Source: an optimization exercise on an open RTL-to-GDS flow (aim: small area, a short achievable clock period and few clock cycles per item). Production flows keep margins and buffers that such runs may drop.
Function was checked by simulation only, so behaviour that the tests miss may differ from the original.

## flow/design.v (module list and top-level ports; edited modules follow where they fit)
// module melendez_mult: 714 lines
// module mm_fa: 6 lines
// module mm_fa1: 6 lines
// module mm_bsel: 5 lines
// module mm_ha: 6 lines
// module mm_add: 395 lines
// module mm_pg: 6 lines
// module mm_inv: 5 lines
// module mm_blackp: 6 lines
// module mm_grayp: 5 lines
// module mm_blackn: 6 lines
// module mm_grayn: 5 lines
module melendez_mult (rst, clk, multiplier, multiplicand, product, done);
  // ...
==> flow/flow/run.sh <==
#!/bin/bash
set -euo pipefail
export BUFFER_PORTS_ARGS="-buffer_cell sky130_fd_sc_hd__buf_2"
bash standard.sh > standard_flow.log 2>&1
==> flow/standard.sh <==
#!/bin/bash
# synth_recipe.tcl (not shown) runs the flow's synth.tcl, then flattens the netlist and writes it again
# the make line also repeats each setting of config.mk as NAME=value (left out here)
make -C /OpenROAD-flow-scripts/flow DESIGN_CONFIG=/design/flow/config.mk WORK_HOME=/design/flow/orfs CLKGATE_MAP_FILE= SYNTH_SCRIPT=/design/flow/synth_recipe.tcl "${@:-finish}"
==> flow/config.mk <==
export PLATFORM = sky130hd
export DESIGN_NAME = melendez_mult
export DESIGN_NICKNAME = melendez_mult
export VERILOG_FILES = /design/flow/design.v
export SDC_FILE = /design/flow/constraint.sdc
export NUM_CORES = 4
export LEC_CHECK = 0
export CAP_MARGIN = 20
export CORE_MARGIN = 2
export CORE_UTILIZATION = 40
export SETUP_SLACK_MARGIN = 1.25
export SLEW_MARGIN = 20
export SYNTH_HIERARCHICAL = 1
export SYNTH_MINIMUM_KEEP_SIZE = 0
==> flow/constraint.sdc <==
create_clock -name core_clock -period 5.0 [get_ports {clk}]
set_input_delay 1.0000 -clock core_clock [delete_from_list [all_inputs] [get_ports {clk}]]
set_output_delay 1.0000 -clock core_clock [all_outputs]
set_load 0.01 [all_outputs]
==> metrics.cfg, run 1 <==
[run_status]
status = timing/DRC/antenna clean

[route]
dr.pass1.iters = 5
route.met2.wl_mm = 19.6
wl_per_cell_um = 23.9
highest_layer = met4
vias = 9217
drt_iter0_markers = 721

[sta]
finalMaxSlewViolations = 0

[global_routing]
grt_max_degree = 45

[final_layout]
antenna-diode-count = 0
drive_gt1_frac = 0.484
signal_buffers = 199
mostFrequentLayoutCells = 148 x xnor2_1, 132 x a22oi_2, 129 x buf_2, 128 x fa_1, 107 x edfxtp_1
nFillCells = 2664
final-clk-cell-share = 0.0373
multi_input_area_share = 0.614

[setup_path]
arrival_ns = 2.73
crit_fanout = 3
cp-startpoint = pa_q[7]
r2r-end = s_q[22]
endpoint = product[58]
cp_cell_sequence = ha_1, nand2_2, nor2_2, nand2_1, nor2_2, nand2_1, o21ai_4, a21oi_2, xnor2_2, buf_2

[flow_run]
max-cap-violations = 0

[hold_path]
holdCritPathClass = reg2reg
worstHoldStart = cnt[1]

[synthesis]
synth-xor-area-share = 0.127
ys_seq_area_frac = 0.276
synth-compound-area-share = 0.245
yosys.area_share.adder = 0.277
synth-warning-count = 7
postSynthCellCount = 1004
avgSynthCellArea_um2 = 12.5
yosys-top-cells-area = edfxtp_1 26%, fa_1 21%, a22oi_2 13%

[clock_network]
cts_max_level = 4
clk_pin_slew_ns = 0.06
clk_path_buf_depth = 2

Testbench counts, summed over its fixed seeds: cycles 2,296, products 384.
==> run 2: changes to the inputs <==
--- a/flow/config.mk
+++ b/flow/config.mk
@@ -6,4 +6,5 @@
 export NUM_CORES = 4
 export LEC_CHECK = 0
+export ABC_AREA = 1
 export CAP_MARGIN = 20
 export CORE_MARGIN = 2
==> metrics.cfg, run 2 <==
[sta]
finalMaxSlewViolations = 0  ; unchanged
hold_viol_final = 0  ; unchanged
worst_pin_slew_ns = 0.870  ; was 0.860 ns
rsz0062_at_grt = true  ; unchanged
slew_headroom = 0.420  ; was 0.426
period_minus_slack_ns = 3.70  ; was 3.73 ns
tns_ns = 0  ; unchanged
setup-violations-final = 0  ; unchanged
skew_ns = 0.0145  ; was 0.0111 ns
period_share = 0.741  ; was 0.746
fmax_ghz = 0.270  ; was 0.268 GHz

[final_layout]
final_common_cell = nand2_1  ; was xnor2_1
nFillCells = 3401  ; was 2664
nets = 2437  ; was 1483
syn_to_final_growth_pct = 23.1  ; was 29.4%
multi_input_area_um2 = 10500  ; was 10000 um2
drive_gt1_frac = 0.196  ; was 0.484
mostFrequentLayoutCells = 921 x nand2_1, 291 x inv_1, 178 x nand3_1, 130 x buf_2, 129 x fa_1  ; was 148 x xnor2_1, 132 x a22oi_2, 129 x buf_2, 128 x fa_1, 107 x edfxtp_1
antenna-diode-count = 0  ; unchanged
layout.area.seq_um2 = 3480  ; unchanged
fin_area_um2 = 17300  ; was 16300 um2
top_regs = c_q (33), s_q (33), lo_q (24)  ; unchanged

[floorplan]
die-area_um2 = 36600  ; was 32900 um2
ios = 131  ; unchanged
die_y_um = 191  ; was 181 um
core_area_um2 = 34500  ; was 30700 um2
die_w_um = 191  ; was 181 um
fp-row-count = 68  ; was 64
start_util = 0.407  ; was 0.409

[global_routing]
antenna_found_initial = 0  ; unchanged
first_global_vias = 13000  ; was 9476
grt_overflow = 0  ; unchanged
met3_usage = 0.0312  ; was 0.0303
grt_use_total = 0.247  ; was 0.229
grt_max_degree = 47  ; was 45
met1_usage = 0.335  ; was 0.314
grtUsageMet2 = 0.414  ; was 0.391
grt.busiest_layer = met2  ; unchanged
grt_pass1_wl_mm = 69.6  ; was 56.9 mm

[synthesis]
yosysUniqueCellTypes = 28  ; was 39
yosysMostFrequentCell = nand2_1  ; was xnor2_1
synth-warning-count = 7  ; unchanged
synthTopCellsByCount = 954 x nand2_1, 294 x inv_1, 179 x nand3_1, 133 x fa_1, 107 x edfxtp_1  ; was 171 x xnor2_1, 133 x fa_1, 132 x a22oi_2, 107 x edfxtp_1, 69 x a21oi_2
ys_seq_area_frac = 0.247  ; was 0.276
synth_top_area_frac = 0.255  ; about the same
ys_async_sr_fraction = 0  ; unchanged
yosys-top-cells-area = nand2_1 25%, edfxtp_1 23%, fa_1 19%  ; was edfxtp_1 26%, fa_1 21%, a22oi_2 13%
synth-edff-count = 107  ; unchanged
synth_seq_cells = 120  ; unchanged
avgSynthCellArea_um2 = 7.10  ; was 12.5 um2
synth_top_area_cell = nand2_1  ; was edfxtp_1
synthFlopType = edfxtp_1  ; unchanged
synth_area_um2 = 14000  ; was 12600 um2
postSynthCellCount = 1979  ; was 1004

[setup_path]
crit_path_end_kind = register  ; was output pin
worstPathRequired_ns = 5.18  ; was 4.00 ns
r2r_start = first_q  ; unchanged
r2r-end = s_q[17]  ; was s_q[22]
startpoint_type = input port  ; was register
path_class = in2reg  ; was reg2out
crit_fanout = 6  ; was 3
arrival_ns = 3.89  ; was 2.73 ns
ff2ff_setup_slack_ns = 1.37  ; was 1.32 ns
ff2ff_path_depth = 13  ; was 11

[route]
vias = 13700  ; was 9217
drt_iter0_markers = 1211  ; was 721
drc = 0  ; unchanged
ant_nets = 0  ; unchanged
wl_mm = 46.4  ; was 38.9 mm
vias_per_cell = 5.18  ; was 5.67
wl_per_cell_um = 17.6  ; was 23.9 um
dr.pass1.iters = 6  ; was 5

[hold_path]
hold_path_depth = 2  ; unchanged
worstHoldStart = cnt[0]  ; was cnt[1]
holdCritPathClass = reg2reg  ; unchanged
whs_endpoint = cnt[0]  ; was cnt[1]

[clock_network]
clk_path_buf_depth = 2  ; unchanged
cts_sinks = 120  ; unchanged
clock_latency_ns = 0.44  ; was 0.43 ns
cts_tree = built  ; unchanged
numCtsBuffers = 17  ; unchanged
cts_max_level = 4  ; unchanged
cts.hold.buffers_added = 0  ; unchanged
root_buffer = clkbuf_16  ; unchanged
clk_pin_slew_ns = 0.07  ; was 0.06 ns

[placement]
gp_congestion = 0.884  ; was 0.845
io_buffers = 130  ; unchanged
hpwl_mm = 32.0  ; was 27.0 mm
placed_area_um2 = 15500  ; was 14100 um2

[flow_run]
max-cap-violations = 0  ; unchanged

[run_status]
status = timing/DRC/antenna clean  ; unchanged

run 2: cell count changes after synthesis, moves of 12 or more:
| cell | delta |
|---|---|
| nor2_1 | +27 |
| nor2b_1 | -26 |
| a22oi_2 | -132 |
| a22o_1 | -31 |
| nand3_1 | +174 |
| nand2_1 | +908 |
| inv_1 | +264 |
| and2b_1 | -12 |
| xnor2_1 | -170 |
run 2: metal layers:
metal  share of wire  wire (um)
met1            0.43      20100
met2            0.47      21900
met3           0.068       3160
met4           0.028       1300
met5               0          0
run 2: through the flow:
step,utilization,hold slack [ns],cells,worst slack (ns)
2_1_floorplan,-,0.464,1991,0.573
3_3_place_gp,0.449,0.490,2578,0.803
3_5_place_dp,0.449,0.495,2578,0.774
4_1_cts,0.475,0.503,2615,1.22
5_1_grt,0.501,0.541,2640,1.18
6_report,0.501,0.500,2640,1.30
run 2: final cells by class:
class,count,area share
multi-input cells,1562,0.606
flip-flops and latches,120,0.201
inverters,297,0.0653
repair buffers,174,0.0614
well taps,455,0.0329
clock buffers,17,0.0246
clock inverters,15,0.00883
run 2: worst max-delay path, stage by stage:
cell        delay (ns)
buf_2             0.09
or2_4             0.24
o21ai_4           0.12
clkinvlp_4        0.24
nand2_8           0.22
nand2_4           0.16
nand2_1           0.13
nand2_1           0.06
nand2_1           0.05
nand2_1           0.07
fa_1              0.57
fa_1              0.44
fa_1              0.47
run 2: logic make-up after synthesis:
kind of cell / share of synthesized area
AO/OA/AOI/OAI: 0.0714
XOR/XNOR: 0.00499
adder cells (fa/ha/maj): 0.248
buffers and inverters: 0.0854
flip-flops: 0.247
multiplexers: 0.00214
other: 0.000267
AND/OR/NAND/NOR: 0.340
run 2: per-module statistics from Yosys (local to each module, per instance):
module	flops+latches	area (um2)
melendez_mult	120	5200
mm_add	0	751
mm_bsel	0	27.5
mm_fa1	0	27.5
mm_fa	0	20.0
mm_blackn	0	12.5
mm_blackp	0	12.5
mm_ha	0	12.5
mm_pg	0	12.5
mm_grayp	0	8.76
mm_grayn	0	5.00
mm_inv	0	3.75
run 2: what timing repair did:
item	4_1_cts	5_1_grt
hold endpoints to repair	0	0
gates resized for setup	53	115
setup buffers	4	19
pin swaps	5	42
gates cloned	1	6
endpoints found under the setup margin	86	74
run 2: worst max path at each step:
stage               slack [ns]  cells after the start     startpoint          end
floorplan                 0.57                     12  multiplier[2]      pa_q[7]
global placement          0.80                     14  multiplier[6]      s_q[22]
detailed placement        0.77                     14  multiplier[6]      s_q[21]
CTS                       1.22                     12         c_q[1]  product[60]
global route              1.18                     13  multiplier[2]      s_q[22]
finish                    1.30                     13  multiplier[2]      s_q[17]
==> run 3: changes to the inputs <==
--- a/flow/config.mk
+++ b/flow/config.mk
@@ -6,9 +6,8 @@
 export NUM_CORES = 4
 export LEC_CHECK = 0
-export ABC_AREA = 1
 export CAP_MARGIN = 20
 export CORE_MARGIN = 2
 export CORE_UTILIZATION = 40
-export SETUP_SLACK_MARGIN = 1.25
+export SETUP_SLACK_MARGIN = 0.75
 export SLEW_MARGIN = 20
 export SYNTH_HIERARCHICAL = 1
==> metrics.cfg, run 3 <==
[clock_network]
root_buffer = clkbuf_16  ; unchanged
numCtsBuffers = 17  ; unchanged
clk_path_buf_depth = 2  ; unchanged
clock_latency_ns = 0.43  ; was 0.44 ns
cts_sinks = 120  ; unchanged
clk_pin_slew_ns = 0.06  ; was 0.07 ns
cts_max_level = 4  ; unchanged
cts_tree = built  ; unchanged

[route]
ant_nets = 0  ; unchanged
drt_iter0_markers = 584  ; was 1211
vias_per_cell = 5.60  ; was 5.18
wl_per_cell_um = 22.6  ; was 17.6 um
wl_mm = 35.7  ; was 46.4 mm
vias = 8870  ; was 13700
drc = 0  ; unchanged
dr.pass1.iters = 5  ; was 6

[setup_path]
path_class = reg2out  ; was in2reg
ff2ff_setup_slack_ns = 0.91  ; was 1.37 ns
ff2ff_path_depth = 10  ; was 13
cp_cell_sequence = ha_1, nand2_1, nor2_2, nand2_1, nor2_1, nand2_1, o21ai_4, a21oi_2, xnor2_1, buf_2  ; was buf_2, or2_4, o21ai_4, clkinvlp_4, nand2_8, nand2_4, nand2_1, nand2_1, nand2_1, nand2_1, fa_1, fa_1, fa_1
crit_slowest_cell = edfxtp_1  ; was fa_1
worstPathRequired_ns = 4.00  ; was 5.18 ns
slowest_delay_ns = 0.46  ; was 0.57 ns
crit_fanout = 3  ; was 6
arrival_ns = 3.13  ; was 3.89 ns
cp_common_cell = nand2_1  ; unchanged
startpoint_type = register  ; was input port
crit_path_end_kind = output pin  ; was register

[placement]
dpl.cell_count = 1546  ; was 2578
hpwl_mm = 26.8  ; was 32.0 mm
io_buffers = 130  ; unchanged
gp_congestion = 0.896  ; was 0.884

[synthesis]
synthTopCellsByCount = 171 x xnor2_1, 133 x fa_1, 132 x a22oi_2, 107 x edfxtp_1, 69 x a21oi_2  ; was 954 x nand2_1, 294 x inv_1, 179 x nand3_1, 133 x fa_1, 107 x edfxtp_1
synth_seq_cells = 120  ; unchanged
synth_top_area_cell = edfxtp_1  ; was nand2_1
avgSynthCellArea_um2 = 12.5  ; was 7.10 um2
synth-edff-count = 107  ; unchanged
yosys-top-cells-area = edfxtp_1 26%, fa_1 21%, a22oi_2 13%  ; was nand2_1 25%, edfxtp_1 23%, fa_1 19%
synth_top_area_frac = 0.255  ; about the same
muxShareOfSynthArea = 0.00755  ; was 0.00214
synth-xor-area-share = 0.127  ; was 0.00499
synth-simple-area-share = 0.0518  ; was 0.340
yosysUniqueCellTypes = 39  ; was 28
ys_seq_area_frac = 0.276  ; was 0.247
synth-compound-area-share = 0.245  ; was 0.0714
postSynthCellCount = 1004  ; was 1979
yosys.area_share.adder = 0.277  ; was 0.248
synth_top_family_by_area = adder cells  ; was simple AND/OR/NAND/NOR gates
synthFlopType = edfxtp_1  ; unchanged
synth-warning-count = 7  ; unchanged
yosysMostFrequentCell = xnor2_1  ; was nand2_1
synth_area_um2 = 12600  ; was 14000 um2
ys_async_sr_fraction = 0  ; unchanged

[final_layout]
top_regs = c_q (33), s_q (33), lo_q (24)  ; unchanged
drive_gt1_frac = 0.378  ; was 0.196
mostFrequentLayoutCells = 168 x xnor2_1, 132 x a22oi_2, 130 x buf_2, 129 x fa_1, 107 x edfxtp_1  ; was 921 x nand2_1, 291 x inv_1, 178 x nand3_1, 130 x buf_2, 129 x fa_1
postLayoutCoreUtil = 0.480  ; was 0.501
syn_to_final_growth_pct = 17.2  ; was 23.1%
layout.cells.non_filler = 1583  ; was 2640
nets = 1437  ; was 2437
nFillCells = 2879  ; was 3401
final_common_cell = xnor2_1  ; was nand2_1

[sta]
period_share = 0.826  ; was 0.741
rsz0062_at_grt = false  ; was true
finalMaxSlewViolations = 0  ; unchanged
period_minus_slack_ns = 4.13  ; was 3.70 ns
worst_pin_slew_ns = 0.909  ; was 0.870 ns
skew_ns = 0.0123  ; was 0.0145 ns
fmax_ghz = 0.242  ; was 0.270 GHz
whs_ns = 0.559  ; was 0.500 ns
slew_headroom = 0.391  ; was 0.420
setup-violations-final = 0  ; unchanged
hold_viol_final = 0  ; unchanged

[floorplan]
ios = 131  ; unchanged
core_area_um2 = 30700  ; was 34500 um2
start_util = 0.409  ; was 0.407
fp-row-count = 64  ; was 68
die_w_um = 181  ; was 191 um
die_y_um = 181  ; was 191 um
die-area_um2 = 32900  ; was 36600 um2

[hold_path]
holdCritPathClass = reg2reg  ; unchanged
hold_path_depth = 2  ; unchanged

[flow_run]
max-cap-violations = 0  ; unchanged

[global_routing]
grt_pass1_wl_mm = 55.4  ; was 69.6 mm
first_global_vias = 9291  ; was 13000
antenna_found_initial = 2  ; was 0
grt_max_degree = 50  ; was 47
grt_overflow = 0  ; unchanged
grt_use_total = 0.222  ; was 0.247

[run_status]
status = timing/DRC/antenna clean  ; unchanged

-- run 3: area by class of cell --
type                            count  area, um2  area share
Inverter                           33        131     0.00891
Antenna cell                        2       5.00    0.000339
Timing Repair Buffer              154        913      0.0619
Tap cell                          396        495      0.0336
Sequential cell                   120       3470       0.236
Multi-Input combinational cell    846       9140       0.620
Clock buffer                       18        429      0.0291
Clock inverter                     14        161      0.0109
-- run 3: worst paths after layout --
kind                       to     from
hold / removal         cnt[1]   cnt[1]
setup reg to reg      s_q[12]  first_q
setup / recovery  product[62]  s_q[23]
hold reg to reg        cnt[1]   cnt[1]
-- run 3: routing by layer --
layer / part of all wire / GRT usage
met1: 0.44 / 0.296
met2: 0.49 / 0.380
met3: 0.054 / 0.0379
met4: 0.012 / 0.0455
met5: 0 / 0
-- run 3: timing repair --
action                                  CTS  global route
hold buffers                              0             0
pin swaps                                 1             1
buffers inserted                          2             0
endpoints found under the setup margin   12            47
gates cloned                              0             1
gates resized for setup                   2             9
-- run 3: Yosys stat by module, one instance, submodules excluded, excerpt --
module,times used,area [um2],flops+latches,cells inside
mm_add,1,350,0,40
mm_bsel,132,21.3,0,2
mm_inv,12,3.75,0,1
mm_grayn,9,5.00,0,1
melendez_mult,1,4970,120,328
mm_fa,131,20.0,0,1
mm_blackn,30,12.5,0,2
mm_ha,7,12.5,0,1
mm_fa1,1,27.5,0,5
mm_blackp,39,12.5,0,2
mm_grayp,30,8.76,0,1
-- run 3: critical path, delay by kind of cell, from the launching register on --
kind	cells	cell delay, ns
AND/OR/NAND/NOR	5	1.02
flip-flops	1	0.46
adder cells (fa/ha/maj)	1	0.39
XOR/XNOR	1	0.33
AO/OA/AOI/OAI	2	0.31
buffers and inverters	1	0.20
-- run 3: logic make-up after synthesis --
logic type / count (synthesis)
AOI/OAI and AO/OA: 305
adders and majority gates: 199
xor gates and xnor gates: 182
and+or+nand+nor: 140
DFF: 120
buffers and inverters: 50
muxes: 7
other: 1
-- run 3: through the flow --
step | setup TNS [ns] | area (um2) | setup WS, ns
6_report | 0 | 14700 | 0.869
3_5_place_dp | 0 | 14100 | 0.356
3_3_place_gp | 0 | 14100 | 0.419
2_1_floorplan | -1.34 | 12700 | -0.0480
5_1_grt | 0 | 14700 | 0.731
4_1_cts | 0 | 14700 | 0.772
==> run 4: changes to the inputs <==
--- a/flow/config.mk
+++ b/flow/config.mk
@@ -9,5 +9,5 @@
 export CORE_MARGIN = 2
 export CORE_UTILIZATION = 40
-export SETUP_SLACK_MARGIN = 0.75
+export SETUP_SLACK_MARGIN = 1.0
 export SLEW_MARGIN = 20
 export SYNTH_HIERARCHICAL = 1
==> metrics.cfg, run 4 <==
[run_status]
status = timing/DRC/antenna clean  ; unchanged

[final_layout]
final_common_cell = xnor2_1  ; unchanged
top_regs = c_q (33), s_q (33), lo_q (24)  ; unchanged
postLayoutCoreUtil = 0.492  ; was 0.480
syn_to_final_growth_pct = 20.1  ; was 17.2%
mostFrequentLayoutCells = 160 x xnor2_1, 132 x a22oi_2, 130 x buf_2, 129 x fa_1, 107 x edfxtp_1  ; was 168 x xnor2_1, 132 x a22oi_2, 130 x buf_2, 129 x fa_1, 107 x edfxtp_1
drive_gt1_frac = 0.404  ; was 0.378
nets = 1450  ; was 1437

[route]
vias_per_cell = 5.57  ; was 5.60
drt_iter0_markers = 613  ; was 584
vias = 8897  ; was 8870
wl_per_cell_um = 22.9  ; was 22.6 um
ant_nets = 0  ; unchanged
dr.pass1.iters = 5  ; unchanged
drc = 0  ; unchanged
wl_mm = 36.5  ; was 35.7 mm

[hold_path]
holdCritPathClass = reg2reg  ; unchanged

[synthesis]
postSynthCellCount = 1004  ; unchanged
yosysMostFrequentCell = xnor2_1  ; unchanged
synth_top_area_frac = 0.255  ; unchanged
avgSynthCellArea_um2 = 12.5  ; unchanged
synth_area_um2 = 12600  ; unchanged
synthFlopType = edfxtp_1  ; unchanged
synthTopCellsByCount = 171 x xnor2_1, 133 x fa_1, 132 x a22oi_2, 107 x edfxtp_1, 69 x a21oi_2  ; unchanged
ys_async_sr_fraction = 0  ; unchanged
synth_seq_cells = 120  ; unchanged
ys_seq_area_frac = 0.276  ; unchanged
synth_top_area_cell = edfxtp_1  ; unchanged
yosys-top-cells-area = edfxtp_1 26%, fa_1 21%, a22oi_2 13%  ; unchanged
synth-warning-count = 7  ; unchanged
yosysUniqueCellTypes = 39  ; unchanged
synth-edff-count = 107  ; unchanged

[sta]
whs_ns = 0.559  ; about the same
hold_viol_final = 0  ; unchanged
tns_ns = 0  ; unchanged
period_share = 0.787  ; was 0.826
setup-violations-final = 0  ; unchanged
period_minus_slack_ns = 3.94  ; was 4.13 ns
fmax_ghz = 0.254  ; was 0.242 GHz
slew_headroom = 0.402  ; was 0.391
rsz0062_at_grt = true  ; was false
finalMaxSlewViolations = 0  ; unchanged
skew_ns = 0.0133  ; was 0.0123 ns
worst_pin_slew_ns = 0.894  ; was 0.909 ns

[clock_network]
cts_max_level = 4  ; unchanged
root_buffer = clkbuf_16  ; unchanged
clock_latency_ns = 0.43  ; about the same
cts_tree = built  ; unchanged
numCtsBuffers = 17  ; unchanged
clk_path_buf_depth = 2  ; unchanged
clk_pin_slew_ns = 0.06  ; about the same
cts.hold.buffers_added = 0  ; unchanged
cts_sinks = 120  ; unchanged

[floorplan]
fp-row-count = 64  ; unchanged
die-area_um2 = 32900  ; unchanged
core_area_um2 = 30700  ; unchanged
ios = 131  ; unchanged
die_y_um = 181  ; unchanged
die_w_um = 181  ; unchanged
start_util = 0.409  ; unchanged

[flow_run]
max-cap-violations = 0  ; unchanged

[setup_path]
crit_path_end_kind = output pin  ; unchanged
arrival_ns = 2.94  ; was 3.13 ns
crit_fanout = 3  ; unchanged
startpoint_type = register  ; unchanged
worstPathRequired_ns = 4.00  ; about the same
ff2ff_setup_slack_ns = 1.12  ; was 0.91 ns
path_class = reg2out  ; unchanged

[global_routing]
antenna_found_initial = 3  ; was 2
grt_use_total = 0.224  ; was 0.222
first_global_vias = 9302  ; was 9291
grt_pass1_wl_mm = 55.8  ; was 55.4 mm
grt_max_degree = 50  ; unchanged
grt_overflow = 0  ; unchanged

[placement]
gp_congestion = 0.896  ; unchanged
hpwl_mm = 26.8  ; unchanged
io_buffers = 130  ; unchanged

[run 4: cell counts after synthesis]
No cell type changed its count.
[run 4: cell type report]
class                   count  area [um2]
diodes                      2        5.00
repair buffers            167        1080
fillers                  2832       15600
flip-flops and latches    120        3480
multi-input cells         846        9340
clock inverters            14         161
inverters                  33         131
well taps                 396         495
clock buffers              18         429
[run 4: modules after synthesis, one instance, submodules excluded, a selection]
module	cells	copies in the design
melendez_mult	328	1
mm_fa1	5	1
mm_fa	1	131
mm_blackn	2	30
mm_ha	1	7
mm_blackp	2	39
mm_grayp	1	30
mm_inv	1	12
[run 4: logic make-up after synthesis]
kind of cell | after synthesis | synth area share
buf+inv | 50 | 0.0161
mux | 7 | 0.00755
simple gates | 140 | 0.0518
xor+xnor | 182 | 0.127
other cells | 1 | 0.000298
compound gates | 305 | 0.245
fa+ha+maj | 199 | 0.277
flops | 120 | 0.276
[run 4: critical path: stages (launching register included)]
cell	delay [ns]
edfxtp_1	0.46
ha_1	0.39
nand2_1	0.17
nor2_4	0.23
nand2_1	0.18
nor2_1	0.22
nand2_1	0.12
o21ai_4	0.22
a21oi_2	0.11
xnor2_2	0.24
buf_2	0.18
[run 4: routing by layer]
metal,GRT usage,vias up,share of wire
met4,0.0452,0,0.012
met3,0.0359,29,0.057
met5,0,-,0
met1,0.299,4555,0.44
li1,-,4038,-
met2,0.386,275,0.49
[run 4: final timing paths]
| kind | cells after the start | to | startpoint |
|---|---|---|---|
| worst max-delay path | 10 | product[62] | s_q[23] |
| worst min-delay path | 2 | cnt[1] | cnt[1] |
| worst max register to register | 8 | s_q[5] | first_q |
| worst min register to register | 2 | cnt[1] | cnt[1] |
[run 4: what timing repair did]
item                                   CTS  global route
pin swaps                                3             4
buffers inserted                         5             7
gates cloned                             1             3
resized for setup                       13            41
endpoints found under the hold margin    0             0
setup endpoints to repair               70            66
[run 4: stage by stage]
| step | instance area (um2) | cells | setup slack [ns] |
|---|---|---|---|
| after floorplan | 12700 | 1015 | -0.0480 |
| after global placement | 14100 | 1546 | 0.419 |
| after detailed placement | 14100 | 1546 | 0.356 |
| after CTS | 14800 | 1584 | 0.946 |
| after global routing | 15100 | 1596 | 0.951 |
| final | 15100 | 1596 | 1.06 |
==> run 5: changes to the inputs <==
==> flow/flow/run.sh (replaced) <==
#!/bin/bash
set -euo pipefail
export BUFFER_PORTS_ARGS="-buffer_cell sky130_fd_sc_hd__buf_2"
bash standard.sh synth > flow_synth.log 2>&1
odb=orfs/results/sky130hd/melendez_mult/base/1_synth.odb
openroad -no_init -exit flow/downsize.tcl > flow_downsize.log 2>&1
bash standard.sh > flow_layout.log 2>&1
==> flow/flow/downsize.tcl (new file) <==
# Set every logic gate of the synthesized netlist to the smallest drive strength of
# its family (flip-flops, adders, buffers, inverters and tie cells are left alone).
set odb orfs/results/sky130hd/melendez_mult/base/1_synth.odb
read_db $odb
set db [ord::get_db]
set block [ord::get_db_block]
set n 0
set before 0.0
set after 0.0
foreach inst [$block getInsts] {
  set m [$inst getMaster]
  set name [$m getName]
  if {![regexp {^(sky130_fd_sc_hd__([a-z0-9]+))_([0-9]+)$} $name -> base fam drive]} { continue }
  if {[regexp {^(buf|inv|clkbuf|clkinv|clkinvlp|dfxtp|edfxtp|dfxbp|dfrtp|dfstp|fa|ha|conb|dlygate|clkdlybuf|dlymetal|bufbuf|lpflow|tap|fill|decap|mux2i|mux2)} $fam]} { continue }
  set best ""
  foreach d {1 0} {
    set cand [$db findMaster ${base}_$d]
    if {$cand != "NULL"} { set best $cand; break }
  }
  if {$best == "" || [$best getName] == $name} { continue }
  set before [expr {$before + [$m getWidth] * [$m getHeight] / 1e6}]
  set after [expr {$after + [$best getWidth] * [$best getHeight] / 1e6}]
  if {[$inst swapMaster $best]} { incr n }
}
puts "downsized $n instances: area $before -> $after um2"
write_db $odb
==> metrics.cfg, run 5 <==
[global_routing]
grt_pass1_wl_mm = 55.0  ; was 55.8 mm
grt_overflow = 0  ; unchanged
grt_use_total = 0.238  ; was 0.224
grt_max_degree = 48  ; was 50
first_global_vias = 9469  ; was 9302
antenna_found_initial = 1  ; was 3

[setup_path]
cp_cell_sequence = ha_1, nand2_1, o21ai_2, a21oi_4, o21ai_2, a21oi_2, inv_1, a21oi_1, xnor2_1, buf_2  ; was ha_1, nand2_1, nor2_4, nand2_1, nor2_1, nand2_1, o21ai_4, a21oi_2, xnor2_2, buf_2
crit_path_end_kind = output pin  ; unchanged
cp_top_family = compound AO/OA/AOI/OAI gates  ; was simple AND/OR/NAND/NOR gates
crit_fanout = 5  ; was 3
worstPathRequired_ns = 4.00  ; about the same
cp_common_cell = o21ai_2  ; was nand2_1
startpoint_type = register  ; unchanged
path_buf_inv = 2  ; was 1
path_class = reg2out  ; unchanged
slowest_delay_ns = 0.44  ; was 0.46 ns
arrival_ns = 2.95  ; was 2.94 ns
crit_slowest_cell = edfxtp_1  ; unchanged

[clock_network]
cts_max_level = 4  ; unchanged
cts_tree = built  ; unchanged
cts_sinks = 120  ; unchanged
clock_latency_ns = 0.43  ; about the same
clk_pin_slew_ns = 0.06  ; about the same
cts.hold.buffers_added = 0  ; unchanged
numCtsBuffers = 17  ; unchanged
clk_path_buf_depth = 2  ; unchanged
root_buffer = clkbuf_16  ; unchanged

[route]
drc = 0  ; unchanged
ant_nets = 0  ; unchanged
vias_per_cell = 5.75  ; was 5.57
wl_mm = 35.3  ; was 36.5 mm
wl_per_cell_um = 22.3  ; was 22.9 um
vias = 9091  ; was 8897
drt_iter0_markers = 948  ; was 613
dr.pass1.iters = 6  ; was 5

[sta]
period_share = 0.790  ; was 0.787
fmax_ghz = 0.253  ; was 0.254 GHz
worst_pin_slew_ns = 0.784  ; was 0.894 ns
period_minus_slack_ns = 3.95  ; was 3.94 ns
slew_headroom = 0.476  ; was 0.402
whs_ns = 0.579  ; was 0.559 ns
skew_ns = 0.0132  ; was 0.0133 ns
setup-violations-final = 0  ; unchanged
hold_viol_final = 0  ; unchanged
tns_ns = 0  ; unchanged
finalMaxSlewViolations = 0  ; unchanged
rsz0062_at_grt = true  ; unchanged

[final_layout]
final_common_cell = xnor2_1  ; unchanged
mostFrequentLayoutCells = 167 x xnor2_1, 131 x a22oi_1, 131 x fa_1, 130 x buf_2, 107 x edfxtp_1  ; was 160 x xnor2_1, 132 x a22oi_2, 130 x buf_2, 129 x fa_1, 107 x edfxtp_1
fin_area_um2 = 13900  ; was 15100 um2
layout.cells.non_filler = 1580  ; was 1596
postLayoutCoreUtil = 0.487  ; was 0.492
syn_to_final_growth_pct = 20.4  ; was 20.1%
antenna-diode-count = 0  ; was 2
top_regs = c_q (33), s_q (33), lo_q (24)  ; unchanged
nets = 1448  ; was 1450
drive_gt1_frac = 0.210  ; was 0.404

[run_status]
status = timing/DRC/antenna clean  ; unchanged

[floorplan]
ios = 131  ; unchanged
die_y_um = 174  ; was 181 um
die_w_um = 174  ; was 181 um
core_area_um2 = 28500  ; was 30700 um2
die-area_um2 = 30200  ; was 32900 um2
fp-row-count = 62  ; was 64
start_util = 0.404  ; was 0.409

[placement]
io_buffers = 130  ; unchanged
placed_area_um2 = 12900  ; was 14100 um2
gp_congestion = 0.869  ; was 0.896
dpl.cell_count = 1533  ; was 1546
hpwl_mm = 24.9  ; was 26.8 mm

[synthesis]
synth_area_um2 = 11500  ; was 12600 um2
synth-warning-count = 7  ; unchanged
postSynthCellCount = 1004  ; unchanged
avgSynthCellArea_um2 = 11.5  ; was 12.5 um2

[hold_path]
holdCritPathClass = reg2reg  ; unchanged

[flow_run]
max-cap-violations = 0  ; unchanged

==> run 5: metrics by stage <==
step / worst slack, ns
3_5_place_dp: 0.173
6_report: 1.05
4_1_cts: 0.996
3_3_place_gp: 0.228
5_1_grt: 0.957
2_1_floorplan: 0.168
==> run 5: timing repair <==
action                                  CTS  global route
endpoints found under the setup margin   72            63
setup buffers                             5             9
pin swaps                                 2             5
gates cloned                              1             0
gates resized for setup                  24            31
==> run 5: routing by layer <==
metal  track usage  wire, um  part of all wire
met4        0.0735       787             0.022
met5             0         7           0.00020
met1         0.327     14500              0.41
met2         0.386     16800              0.48
met3        0.0414      3160             0.090
==> run 5: area by class of cell <==
type / count / area [um2]
flip-flops and latches: 120 / 3480
multi-input cells: 846 / 8180
fillers: 2666 / 14700
well taps: 384 / 480
repair buffers: 165 / 1070
inverters: 33 / 135
clock inverters: 15 / 118
clock buffers: 17 / 425
==> run 5: tightest hold or removal path, delay by kind of cell (launching register included) <==
family / cells / cell delay (ns)
flip-flops: 1 / 0.33
multiplexers: 1 / 0.14
AND/OR/NAND/NOR: 1 / 0.06
==> run 5: final timing paths <==
path	to	cells after the start	startpoint	slack (ns)
min	cnt[1]	2	cnt[1]	0.58
max reg2reg	s_q[6]	12	first_q	1.20
min reg2reg	cnt[1]	2	cnt[1]	0.58
max	product[56]	10	pa_q[2]	1.05
==> run 6: changes to the inputs <==
--- a/flow/config.mk
+++ b/flow/config.mk
@@ -9,5 +9,5 @@
 export CORE_MARGIN = 2
 export CORE_UTILIZATION = 40
-export SETUP_SLACK_MARGIN = 1.0
+export SETUP_SLACK_MARGIN = 1.25
 export SLEW_MARGIN = 20
 export SYNTH_HIERARCHICAL = 1
==> metrics.cfg, run 6 <==
[sta]
skew_ns = 0.0143  ; was 0.0132 ns
period_minus_slack_ns = 3.76  ; was 3.95 ns
tns_ns = 0  ; unchanged
rsz0062_at_grt = true  ; unchanged
worst_pin_slew_ns = 0.801  ; was 0.784 ns
hold_viol_final = 0  ; unchanged
slew_headroom = 0.466  ; was 0.476
finalMaxSlewViolations = 0  ; unchanged
fmax_ghz = 0.266  ; was 0.253 GHz
setup-violations-final = 0  ; unchanged
whs_ns = 0.558  ; was 0.579 ns
period_share = 0.752  ; was 0.790

[final_layout]
nFillCells = 2564  ; was 2666
postLayoutCoreUtil = 0.522  ; was 0.487
drive_gt1_frac = 0.330  ; was 0.210
antenna-diode-count = 0  ; unchanged
multi_input_area_um2 = 9040  ; was 8180 um2
mostFrequentLayoutCells = 150 x xnor2_1, 130 x fa_1, 130 x buf_2, 108 x a22oi_1, 107 x edfxtp_1  ; was 167 x xnor2_1, 131 x a22oi_1, 131 x fa_1, 130 x buf_2, 107 x edfxtp_1
layout.cells.non_filler = 1597  ; was 1580
layout.area.seq_um2 = 3480  ; unchanged
nets = 1465  ; was 1448
final_common_cell = xnor2_1  ; unchanged
top_regs = c_q (33), s_q (33), lo_q (24)  ; unchanged
syn_to_final_growth_pct = 29.1  ; was 20.4%

[setup_path]
r2r_start = first_q  ; unchanged
cp_num_cells = 10  ; unchanged
endpoint = product[58]  ; was product[56]
cp_top_family = simple AND/OR/NAND/NOR gates  ; was compound AO/OA/AOI/OAI gates
path_buf_inv = 1  ; was 2
cp-startpoint = s_q[3]  ; was pa_q[2]
r2r-end = pa_q[7]  ; was s_q[6]
crit_slowest_cell = edfxtp_1  ; unchanged
startpoint_type = register  ; unchanged
path_class = reg2out  ; unchanged
crit_fanout = 3  ; was 5
ff2ff_setup_slack_ns = 1.39  ; was 1.20 ns
crit_path_end_kind = output pin  ; unchanged
ff2ff_path_depth = 9  ; was 12
slowest_delay_ns = 0.43  ; was 0.44 ns
arrival_ns = 2.76  ; was 2.95 ns
cp_cell_sequence = ha_1, nand2_2, nor2_2, nand2_1, nor2_2, nand2_1, o21ai_2, a21oi_1, xnor2_1, buf_2  ; was ha_1, nand2_1, o21ai_2, a21oi_4, o21ai_2, a21oi_2, inv_1, a21oi_1, xnor2_1, buf_2
worstPathRequired_ns = 4.00  ; about the same

[clock_network]
cts_sinks = 120  ; unchanged
clk_pin_slew_ns = 0.06  ; about the same
clk_path_buf_depth = 2  ; unchanged
root_buffer = clkbuf_16  ; unchanged
cts_tree = built  ; unchanged
clock_latency_ns = 0.43  ; about the same
numCtsBuffers = 17  ; unchanged
cts_max_level = 4  ; unchanged

[synthesis]
synth-warning-count = 7  ; unchanged
synth_area_um2 = 11500  ; unchanged
postSynthCellCount = 1004  ; unchanged
avgSynthCellArea_um2 = 11.5  ; unchanged

[route]
vias_per_cell = 5.76  ; was 5.75
wl_mm = 35.4  ; was 35.3 mm
vias = 9203  ; was 9091
dr.pass1.iters = 5  ; was 6
drt_iter0_markers = 761  ; was 948
wl_per_cell_um = 22.2  ; was 22.3 um
ant_nets = 0  ; unchanged
drc = 0  ; unchanged

[global_routing]
grt_use_total = 0.232  ; was 0.238
grtUsageMet2 = 0.382  ; was 0.386
grt_max_degree = 58  ; was 48
antenna_found_initial = 0  ; was 1
met1_usage = 0.308  ; was 0.327
grt.busiest_layer = met2  ; unchanged
met3_usage = 0.0498  ; was 0.0414
grt_overflow = 0  ; unchanged
first_global_vias = 9624  ; was 9469
grt_pass1_wl_mm = 53.9  ; was 55.0 mm

[placement]
io_buffers = 130  ; unchanged
gp_congestion = 0.858  ; was 0.869
dpl.cell_count = 1535  ; was 1533
hpwl_mm = 25.2  ; was 24.9 mm

[floorplan]
die-area_um2 = 30200  ; unchanged
start_util = 0.404  ; unchanged
ios = 131  ; unchanged
die_w_um = 174  ; unchanged
core_area_um2 = 28500  ; unchanged
die_y_um = 174  ; unchanged
fp-row-count = 62  ; unchanged

[flow_run]
max-cap-violations = 0  ; unchanged

[hold_path]
holdCritPathClass = reg2reg  ; unchanged

[run_status]
status = timing/DRC/antenna clean  ; unchanged

==> run 6: through the flow <==
stage | worst slack [ns] | cell area (um2)
2_1_floorplan | 0.168 | 11700
3_3_place_gp | 0.593 | 12900
3_5_place_dp | 0.521 | 12900
4_1_cts | 1.23 | 14000
5_1_grt | 1.19 | 14900
6_report | 1.24 | 14900
==> run 6: routing by layer <==
layer	up-vias	wire length [um]
met1	4728	15000
met2	377	17400
met5	-	0
met3	42	2390
li1	4056	-
met4	0	616
==> run 6: worst min-delay path by stage <==
stage | cells past startpoint | startpoint | endpoint | slack (ns)
floorplan | 2 | cnt[1] | cnt[1] | 0.52
detailed placement | 2 | cnt[1] | cnt[1] | 0.55
global placement | 2 | cnt[1] | cnt[1] | 0.55
global route | 2 | cnt[1] | cnt[1] | 0.60
finish | 2 | cnt[1] | cnt[1] | 0.56
CTS | 2 | cnt[1] | cnt[1] | 0.56
==> run 6: area by class of cell <==
cell class,instances,share of cell area
Multi-Input combinational cell,845,0.607
Sequential cell,120,0.233
Timing Repair Buffer,183,0.0777
Tap cell,384,0.0322
Clock buffer,17,0.0285
Clock inverter,15,0.0119
Inverter,33,0.00949
==> run 6: repair_timing <==
item,4_1_cts,5_1_grt
resized for setup,66,150
endpoints found under the setup margin,83,75
gates cloned,1,0
endpoints found under the hold margin,0,0
hold buffers,0,0
buffers inserted,12,17
pin swaps,15,76
==> run 6: worst min-delay path, cell delays in order (launching register included) <==
cell and delay [ns]:
dfxtp_1 0.33, mux2i_1 0.13, nor2_1 0.05
==> run 7: changes to the inputs <==
--- a/flow/config.mk
+++ b/flow/config.mk
@@ -9,5 +9,5 @@
 export CORE_MARGIN = 2
 export CORE_UTILIZATION = 40
-export SETUP_SLACK_MARGIN = 1.25
+export SETUP_SLACK_MARGIN = 0.75
 export SLEW_MARGIN = 20
 export SYNTH_HIERARCHICAL = 1
==> metrics.cfg, run 7 <==
[clock_network]
cts_tree = built  ; unchanged
cts_max_level = 4  ; unchanged
clk_pin_slew_ns = 0.06  ; about the same
clk_path_buf_depth = 2  ; unchanged
clock_latency_ns = 0.43  ; about the same
cts.hold.buffers_added = 0  ; unchanged
cts_sinks = 120  ; unchanged
root_buffer = clkbuf_16  ; unchanged
numCtsBuffers = 17  ; unchanged

[global_routing]
grt_pass1_wl_mm = 53.5  ; was 53.9 mm
first_global_vias = 9371  ; was 9624
antenna_found_initial = 0  ; unchanged
grt_overflow = 0  ; unchanged
grt_max_degree = 46  ; was 58
grt_use_total = 0.234  ; was 0.232

[floorplan]
die-area_um2 = 30200  ; unchanged
core_area_um2 = 28500  ; unchanged
die_y_um = 174  ; unchanged
die_w_um = 174  ; unchanged
ios = 131  ; unchanged
fp-row-count = 62  ; unchanged
start_util = 0.404  ; unchanged

[setup_path]
ff2ff_path_depth = 12  ; was 9
r2r-end = s_q[6]  ; was pa_q[7]
ff2ff_setup_slack_ns = 0.98  ; was 1.39 ns
r2r_start = first_q  ; unchanged
path_class = reg2out  ; unchanged
startpoint_type = register  ; unchanged
cp-startpoint = pa_q[2]  ; was s_q[3]
arrival_ns = 3.08  ; was 2.76 ns
crit_path_end_kind = output pin  ; unchanged
worstPathRequired_ns = 4.00  ; about the same
crit_fanout = 5  ; was 3
endpoint = product[48]  ; was product[58]

[final_layout]
mostFrequentLayoutCells = 168 x xnor2_1, 131 x a22oi_1, 131 x fa_1, 130 x buf_2, 107 x edfxtp_1  ; was 150 x xnor2_1, 130 x fa_1, 130 x buf_2, 108 x a22oi_1, 107 x edfxtp_1
layout.cells.non_filler = 1567  ; was 1597
syn_to_final_growth_pct = 18.6  ; was 29.1%
nets = 1435  ; was 1465
top_regs = c_q (33), s_q (33), lo_q (24)  ; unchanged
final_common_cell = xnor2_1  ; unchanged
drive_gt1_frac = 0.183  ; was 0.330
antenna-diode-count = 0  ; unchanged

[sta]
worst_pin_slew_ns = 0.824  ; was 0.801 ns
fmax_ghz = 0.245  ; was 0.266 GHz
whs_ns = 0.560  ; was 0.558 ns
tns_ns = 0  ; unchanged
setup-violations-final = 0  ; unchanged
period_minus_slack_ns = 4.08  ; was 3.76 ns
period_share = 0.816  ; was 0.752
finalMaxSlewViolations = 0  ; unchanged
rsz0062_at_grt = true  ; unchanged
slew_headroom = 0.451  ; was 0.466
hold_viol_final = 0  ; unchanged
skew_ns = 0.0129  ; was 0.0143 ns

[route]
drt_iter0_markers = 905  ; was 761
drc = 0  ; unchanged
ant_nets = 0  ; unchanged
dr.pass1.iters = 5  ; unchanged
vias = 9055  ; was 9203
wl_mm = 35.1  ; was 35.4 mm
vias_per_cell = 5.78  ; was 5.76
wl_per_cell_um = 22.4  ; was 22.2 um

[run_status]
status = timing/DRC/antenna clean  ; unchanged

[placement]
dpl.cell_count = 1531  ; was 1535
io_buffers = 130  ; unchanged
gp_congestion = 0.867  ; was 0.858
hpwl_mm = 24.6  ; was 25.2 mm

[synthesis]
postSynthCellCount = 1004  ; unchanged
avgSynthCellArea_um2 = 11.5  ; unchanged
synth_area_um2 = 11500  ; unchanged
synth-warning-count = 7  ; unchanged

[flow_run]
max-cap-violations = 0  ; unchanged

[hold_path]
holdCritPathClass = reg2reg  ; unchanged

-- run 7: stage by stage --
stage	utilization	setup slack, ns	cell area [um2]
2_1_floorplan	-	0.168	11700
3_3_place_gp	0.453	0.293	12900
3_5_place_dp	0.453	0.251	12900
4_1_cts	0.475	0.712	13600
5_1_grt	0.479	0.735	13700
6_report	0.479	0.922	13700
-- run 7: worst min path at each step --
stage,slack [ns],startpoint,to,cells past startpoint
2_1_floorplan,0.52,cnt[1],cnt[1],2
3_3_place_gp,0.55,cnt[1],cnt[1],2
3_5_place_dp,0.55,cnt[1],cnt[1],2
4_1_cts,0.56,cnt[1],cnt[1],2
5_1_grt,0.60,cnt[1],cnt[1],2
6_report,0.56,cnt[1],cnt[1],2
-- run 7: layout make-up --
cell class | count | area, um2
Clock buffer | 17 | 425
Timing Repair Buffer | 152 | 917
Clock inverter | 15 | 166
Multi-Input combinational cell | 846 | 8090
Inverter | 33 | 135
Tap cell | 384 | 480
Sequential cell | 120 | 3480
Fill cell | 2720 | 14900
-- run 7: timing repair --
action	in CTS	in global routing
buffers inserted	0	3
gates cloned	0	1
setup endpoints to repair	18	59
pin swaps	0	1
resized for setup	5	13
-- run 7: layer usage --
layer / up-vias / share of wire / track usage
met1: 4597 / 0.42 / 0.309
met2: 394 / 0.47 / 0.380
met5: - / 0 / 0
met4: 0 / 0.024 / 0.0795
li1: 4007 / - / -
met3: 57 / 0.081 / 0.0522
-- run 7: critical path, cell delays in order (launching register included) --
cell and delay, ns:
edfxtp_1 0.46, ha_1 0.37, a21oi_1 0.23, o21ai_2 0.18, a21oi_2 0.32, inv_1 0.13
a21oi_1 0.29, inv_1 0.07, a21oi_1 0.18, xnor2_1 0.22, buf_2 0.20
==> run 8: changes to the inputs <==
--- a/flow/config.mk
+++ b/flow/config.mk
@@ -9,5 +9,6 @@
 export CORE_MARGIN = 2
 export CORE_UTILIZATION = 40
-export SETUP_SLACK_MARGIN = 0.75
+export CTS_BUF_LIST = sky130_fd_sc_hd__clkbuf_4 sky130_fd_sc_hd__clkbuf_8
+export SETUP_SLACK_MARGIN = 0.9
 export SLEW_MARGIN = 20
 export SYNTH_HIERARCHICAL = 1
==> metrics.cfg, run 8 <==
[run_status]
status = timing/DRC/antenna clean  ; unchanged

[route]
vias = 8996  ; was 9055
drc = 0  ; unchanged
ant_nets = 0  ; unchanged
wl_per_cell_um = 22.4  ; about the same
drt_iter0_markers = 882  ; was 905
vias_per_cell = 5.72  ; was 5.78
dr.pass1.iters = 7  ; was 5
wl_mm = 35.3  ; was 35.1 mm

[sta]
setup-violations-final = 0  ; unchanged
finalMaxSlewViolations = 0  ; unchanged
slew_headroom = 0.472  ; was 0.451
period_share = 0.803  ; was 0.816
fmax_ghz = 0.249  ; was 0.245 GHz
skew_ns = 0.0137  ; was 0.0129 ns
tns_ns = 0  ; unchanged
worst_pin_slew_ns = 0.791  ; was 0.824 ns
rsz0062_at_grt = true  ; unchanged
hold_viol_final = 0  ; unchanged
period_minus_slack_ns = 4.02  ; was 4.08 ns

[placement]
hpwl_mm = 24.9  ; was 24.6 mm
gp_congestion = 0.869  ; was 0.867
dpl.cell_count = 1533  ; was 1531
io_buffers = 130  ; unchanged
placed_area_um2 = 12900  ; about the same

[synthesis]
synth-warning-count = 7  ; unchanged
postSynthCellCount = 1004  ; unchanged
avgSynthCellArea_um2 = 11.5  ; unchanged
synth_area_um2 = 11500  ; unchanged

[global_routing]
first_global_vias = 9392  ; was 9371
grt_pass1_wl_mm = 54.6  ; was 53.5 mm
grt_max_degree = 48  ; was 46
grt_use_total = 0.237  ; was 0.234
grt_overflow = 0  ; unchanged
antenna_found_initial = 0  ; unchanged

[setup_path]
crit_slowest_cell = xnor2_4  ; was edfxtp_1
arrival_ns = 4.22  ; was 3.08 ns
cp_cell_sequence = buf_2, mux2i_4, inv_2, xnor2_4, buf_12, a22oi_1, xnor2_1, fa_1, fa_1, fa_1  ; was ha_1, a21oi_1, o21ai_2, a21oi_2, inv_1, a21oi_1, inv_1, a21oi_1, xnor2_1, buf_2
crit_fanout = 17  ; was 5
cp_num_cells = 10  ; unchanged
path_buf_inv = 3  ; unchanged
slowest_delay_ns = 0.63  ; was 0.46 ns
cp_top_family = adder cells  ; was compound AO/OA/AOI/OAI gates
startpoint_type = input port  ; was register
path_class = in2reg  ; was reg2out
worstPathRequired_ns = 5.20  ; was 4.00 ns
crit_path_end_kind = register  ; was output pin
ff2ff_path_depth = 9  ; was 12
cp_common_cell = fa_1  ; was a21oi_1

[clock_network]
numCtsBuffers = 17  ; unchanged
cts_max_level = 4  ; unchanged
root_buffer = clkbuf_8  ; was clkbuf_16
cts_sinks = 120  ; unchanged
clock_latency_ns = 0.46  ; was 0.43 ns
cts_tree = built  ; unchanged
clk_path_buf_depth = 2  ; unchanged
clk_pin_slew_ns = 0.09  ; was 0.06 ns

[floorplan]
die_y_um = 174  ; unchanged
fp-row-count = 62  ; unchanged
start_util = 0.404  ; unchanged
die_w_um = 174  ; unchanged
core_area_um2 = 28500  ; unchanged
ios = 131  ; unchanged
die-area_um2 = 30200  ; unchanged

[final_layout]
final_common_cell = xnor2_1  ; unchanged
layout.cells.non_filler = 1573  ; was 1567
top_regs = c_q (33), s_q (33), lo_q (24)  ; unchanged
nets = 1441  ; was 1435
drive_gt1_frac = 0.199  ; was 0.183
syn_to_final_growth_pct = 17.4  ; was 18.6%
antenna-diode-count = 0  ; unchanged
mostFrequentLayoutCells = 167 x xnor2_1, 131 x a22oi_1, 131 x fa_1, 130 x buf_2, 107 x edfxtp_1  ; was 168 x xnor2_1, 131 x a22oi_1, 131 x fa_1, 130 x buf_2, 107 x edfxtp_1
fin_area_um2 = 13500  ; was 13700 um2
postLayoutCoreUtil = 0.475  ; was 0.479

[hold_path]
holdCritPathClass = reg2reg  ; unchanged
hold_path_depth = 2  ; unchanged

[flow_run]
max-cap-violations = 0  ; unchanged

[run 8: cell types whose count changed in the layout (fill, tap and decap cells not counted), sizes merged]
cell	change
bufinv	-2
clkinv	+2
buf	+6
[run 8: tightest hold or removal path, cell delays in order (launching register included)]
cell and delay (ns):
dfxtp_1 0.34, mux2i_1 0.14, nor2_1 0.06
[run 8: routing by layer]
metal | part of all wire | up-vias | global-route usage
met4 | 0.022 | 0 | 0.0784
li1 | - | 4011 | -
met1 | 0.42 | 4536 | 0.319
met5 | 0 | - | 0
met2 | 0.48 | 403 | 0.383
met3 | 0.076 | 46 | 0.0493
[run 8: worst paths after layout]
kind / slack [ns] / end / from
hold / removal: 0.58 / cnt[1] / cnt[1]
setup / recovery: 0.98 / s_q[24] / multiplier[6]
hold reg to reg: 0.58 / cnt[1] / cnt[1]
setup reg to reg: 1.05 / s_q[24] / first_q
[run 8: repair_timing]
action | in CTS | in global routing
resized for setup | 14 | 28
endpoints found under the setup margin | 61 | 62
setup buffers | 2 | 5
hold buffers | 0 | 0
gates cloned | 1 | 0
pin swaps | 1 | 2
[run 8: cell type report]
type	count	area, um2
fillers	2716	15000
multi-input cells	846	8160
flip-flops and latches	120	3480
repair buffers	158	947
well taps	384	480
clock buffers	17	234
inverters	33	135
clock inverters	15	118
[run 8: metrics by stage]
stage               hold WS, ns  setup WS [ns]
floorplan                 0.518          0.168
global placement          0.550          0.228
detailed placement        0.572          0.173
CTS                       0.587          0.913
global route              0.605          0.870
finish                    0.583          0.983
==> run 9: changes to the inputs <==
--- a/flow/config.mk
+++ b/flow/config.mk
@@ -10,5 +10,5 @@
 export CORE_UTILIZATION = 40
 export CTS_BUF_LIST = sky130_fd_sc_hd__clkbuf_4 sky130_fd_sc_hd__clkbuf_8
-export SETUP_SLACK_MARGIN = 0.9
+export SETUP_SLACK_MARGIN = 1.1
 export SLEW_MARGIN = 20
 export SYNTH_HIERARCHICAL = 1
==> metrics.cfg, run 9 <==
[floorplan]
die_w_um = 174  ; unchanged
die_y_um = 174  ; unchanged
core_area_um2 = 28500  ; unchanged
start_util = 0.404  ; unchanged
ios = 131  ; unchanged
die-area_um2 = 30200  ; unchanged
fp-row-count = 62  ; unchanged

[sta]
slew_headroom = 0.427  ; was 0.472
setup-violations-final = 0  ; unchanged
whs_ns = 0.569  ; was 0.583 ns
rsz0062_at_grt = true  ; unchanged
hold_viol_final = 0  ; unchanged
worst_pin_slew_ns = 0.859  ; was 0.791 ns
skew_ns = 0.0255  ; was 0.0137 ns
period_share = 0.776  ; was 0.803
finalMaxSlewViolations = 0  ; unchanged
fmax_ghz = 0.258  ; was 0.249 GHz
period_minus_slack_ns = 3.88  ; was 4.02 ns
fin_ws_ns = 1.12  ; was 0.983 ns
tns_ns = 0  ; unchanged

[placement]
io_buffers = 130  ; unchanged
hpwl_mm = 24.7  ; was 24.9 mm
pre_cts_ws_ns = 0.172  ; was 0.173 ns
dpl.cell_count = 1532  ; was 1533
gp_congestion = 0.890  ; was 0.869

[route]
vias = 9129  ; was 8996
dr.pass1.iters = 5  ; was 7
wl_per_cell_um = 22.7  ; was 22.4 um
vias_per_cell = 5.77  ; was 5.72
ant_nets = 0  ; unchanged
wl_mm = 35.9  ; was 35.3 mm
drc = 0  ; unchanged
drt_iter0_markers = 777  ; was 882

[setup_path]
crit_fanout = 4  ; was 17
slowest_delay_ns = 0.44  ; was 0.63 ns
startpoint_type = register  ; was input port
path_buf_inv = 2  ; was 3
arrival_ns = 2.88  ; was 4.22 ns
ff2ff_path_depth = 11  ; was 9
worstPathRequired_ns = 4.00  ; was 5.20 ns
cp_num_cells = 9  ; was 10
r2r_start = first_q  ; unchanged
crit_path_end_kind = output pin  ; was register
crit_slowest_cell = edfxtp_1  ; was xnor2_4
cp_top_family = compound AO/OA/AOI/OAI gates  ; was adder cells
cp_common_cell = o21ai_2  ; was fa_1
cp_cell_sequence = ha_1, nand2_1, o21ai_2, a21oi_4, o21ai_2, a21oi_2, buf_4, xnor2_1, buf_2  ; was buf_2, mux2i_4, inv_2, xnor2_4, buf_12, a22oi_1, xnor2_1, fa_1, fa_1, fa_1
cp-startpoint = pb_q[3]  ; was multiplier[6]
path_class = reg2out  ; was in2reg

[final_layout]
layout.area.seq_um2 = 3480  ; unchanged
syn_to_final_growth_pct = 22.0  ; was 17.4%
layout.cells.non_filler = 1582  ; was 1573
top_regs = c_q (33), s_q (33), lo_q (24)  ; unchanged
multi_input_area_um2 = 8500  ; was 8160 um2
nFillCells = 2667  ; was 2716
final_common_cell = xnor2_1  ; unchanged
drive_gt1_frac = 0.250  ; was 0.199
antenna-diode-count = 0  ; unchanged
mostFrequentLayoutCells = 167 x xnor2_1, 131 x a22oi_1, 131 x fa_1, 130 x buf_2, 107 x edfxtp_1  ; unchanged
nets = 1450  ; was 1441

[global_routing]
grt_overflow = 0  ; unchanged
antenna_found_initial = 0  ; unchanged
first_global_vias = 9358  ; was 9392
grt_pass1_wl_mm = 54.5  ; was 54.6 mm
grt_max_degree = 45  ; was 48
grt_use_total = 0.238  ; was 0.237

[hold_path]
hold_path_depth = 2  ; unchanged
worstHoldStart = cnt[1]  ; unchanged
holdCritPathClass = reg2reg  ; unchanged

[flow_run]
max-cap-violations = 0  ; unchanged

[clock_network]
numCtsBuffers = 17  ; unchanged
clock_latency_ns = 0.48  ; was 0.46 ns
clk_path_buf_depth = 2  ; unchanged
root_buffer = clkbuf_8  ; unchanged
cts_sinks = 120  ; unchanged
cts_tree = built  ; unchanged
cts_max_level = 4  ; unchanged
clk_pin_slew_ns = 0.09  ; about the same

[run_status]
status = timing/DRC/antenna clean  ; unchanged

[synthesis]
avgSynthCellArea_um2 = 11.5  ; unchanged
synth-warning-count = 7  ; unchanged
postSynthCellCount = 1004  ; unchanged
synth_area_um2 = 11500  ; unchanged

==> run 9: cell count changes in the layout (fill, tap and decap cells not counted), moves of 6 or more <==
cell / change
ha_1: -9
ha_4: +6
a21oi_2: +9
buf_4: +7
a21oi_4: +9
a21oi_1: -18
nor2_2: +11
nor2_1: -13
==> run 9: metal layers <==
layer | up-vias | global-route usage | share of wire
met5 | - | 0 | 0
met4 | 0 | 0.0802 | 0.020
met3 | 48 | 0.0496 | 0.073
met2 | 392 | 0.394 | 0.49
met1 | 4666 | 0.314 | 0.41
li1 | 4023 | - | -
==> run 9: worst paths after layout <==
check | end | slack [ns]
min | cnt[1] | 0.57
max reg2reg | s_q[4] | 1.23
max | product[53] | 1.12
min reg2reg | cnt[1] | 0.57
==> run 9: timing repair <==
item / in CTS / in global routing
cloned: 1 / 0
hold buffers: 0 / 0
buffers inserted: 8 / 9
pin swaps: 7 / 12
resized for setup: 38 / 70
endpoints found under the setup margin: 84 / 73
hold endpoints to repair: 0 / 0
==> run 9: metrics by stage <==
stage	util	cell area, um2
3_3_place_gp	0.453	12900
6_report	0.493	14100
2_1_floorplan	-	11700
4_1_cts	0.478	13600
3_5_place_dp	0.453	12900
5_1_grt	0.493	14100
==> run 9: cell type report <==
class | count | share of cell area
Sequential cell | 120 | 0.247
Inverter | 33 | 0.00960
Clock inverter | 14 | 0.0140
Clock buffer | 18 | 0.0171
Multi-Input combinational cell | 846 | 0.604
Tap cell | 384 | 0.0341
Timing Repair Buffer | 167 | 0.0747
==> run 9: worst reg2reg max path, cell delays in order (launching register included) <==
cell,delay (ns)
dfxtp_4,0.49
buf_6,0.25
mux2i_1,0.22
buf_4,0.22
nand3_2,0.19
o21ai_4,0.13
buf_12,0.20
a22oi_1,0.10
xnor2_1,0.27
fa_1,0.49
fa_1,0.57
fa_1,0.43

## afterwards: timing with drivers on the ports
Ports are ideal in the flow. The routed layouts listed here were re-timed in OpenROAD.
Step 1, drivers: a clkbuf_16 drives clk and a buf_2 each remaining input, both assumed.
Step 2 adds t to the input delays and takes it off the output delays; t is the mean of the earliest and latest rising clock arrival at the registers after step 1. Input paths then give back, and output paths get back, about the clock's delay inside the block.
Slacks: ideal / step 1 / step 2; pairs: ideal / step 1.
run | t, ns | setup slack, ns | latest minus earliest clock arrival (ns)
run 1 | 0.480 | 1.272 / 1.221 / 0.815 | 0.013 / 0.012
run 2 | 0.476 | 1.295 / 1.252 / 0.826 | 0.018 / 0.018
run 3 | 0.467 | 0.869 / 0.822 / 0.533 | 0.016 / 0.015
run 4 | 0.469 | 1.064 / 1.019 / 0.638 | 0.015 / 0.015
run 5 | 0.474 | 1.052 / 1.003 / 0.673 | 0.013 / 0.013
run 6 | 0.471 | 1.239 / 1.191 / 0.829 | 0.014 / 0.015
run 7 | 0.475 | 0.922 / 0.872 / 0.473 | 0.016 / 0.015
run 8 | 0.498 | 0.983 / 0.958 / 0.500 | 0.015 / 0.015
run 9 | 0.510 | 1.119 / 1.078 / 0.693 | 0.026 / 0.027
After both steps setup and hold are still met in every run listed. For run 8, which loses most, drivers alone change the setup slack by -0.025 ns; drivers and shift together by -0.483 ns.
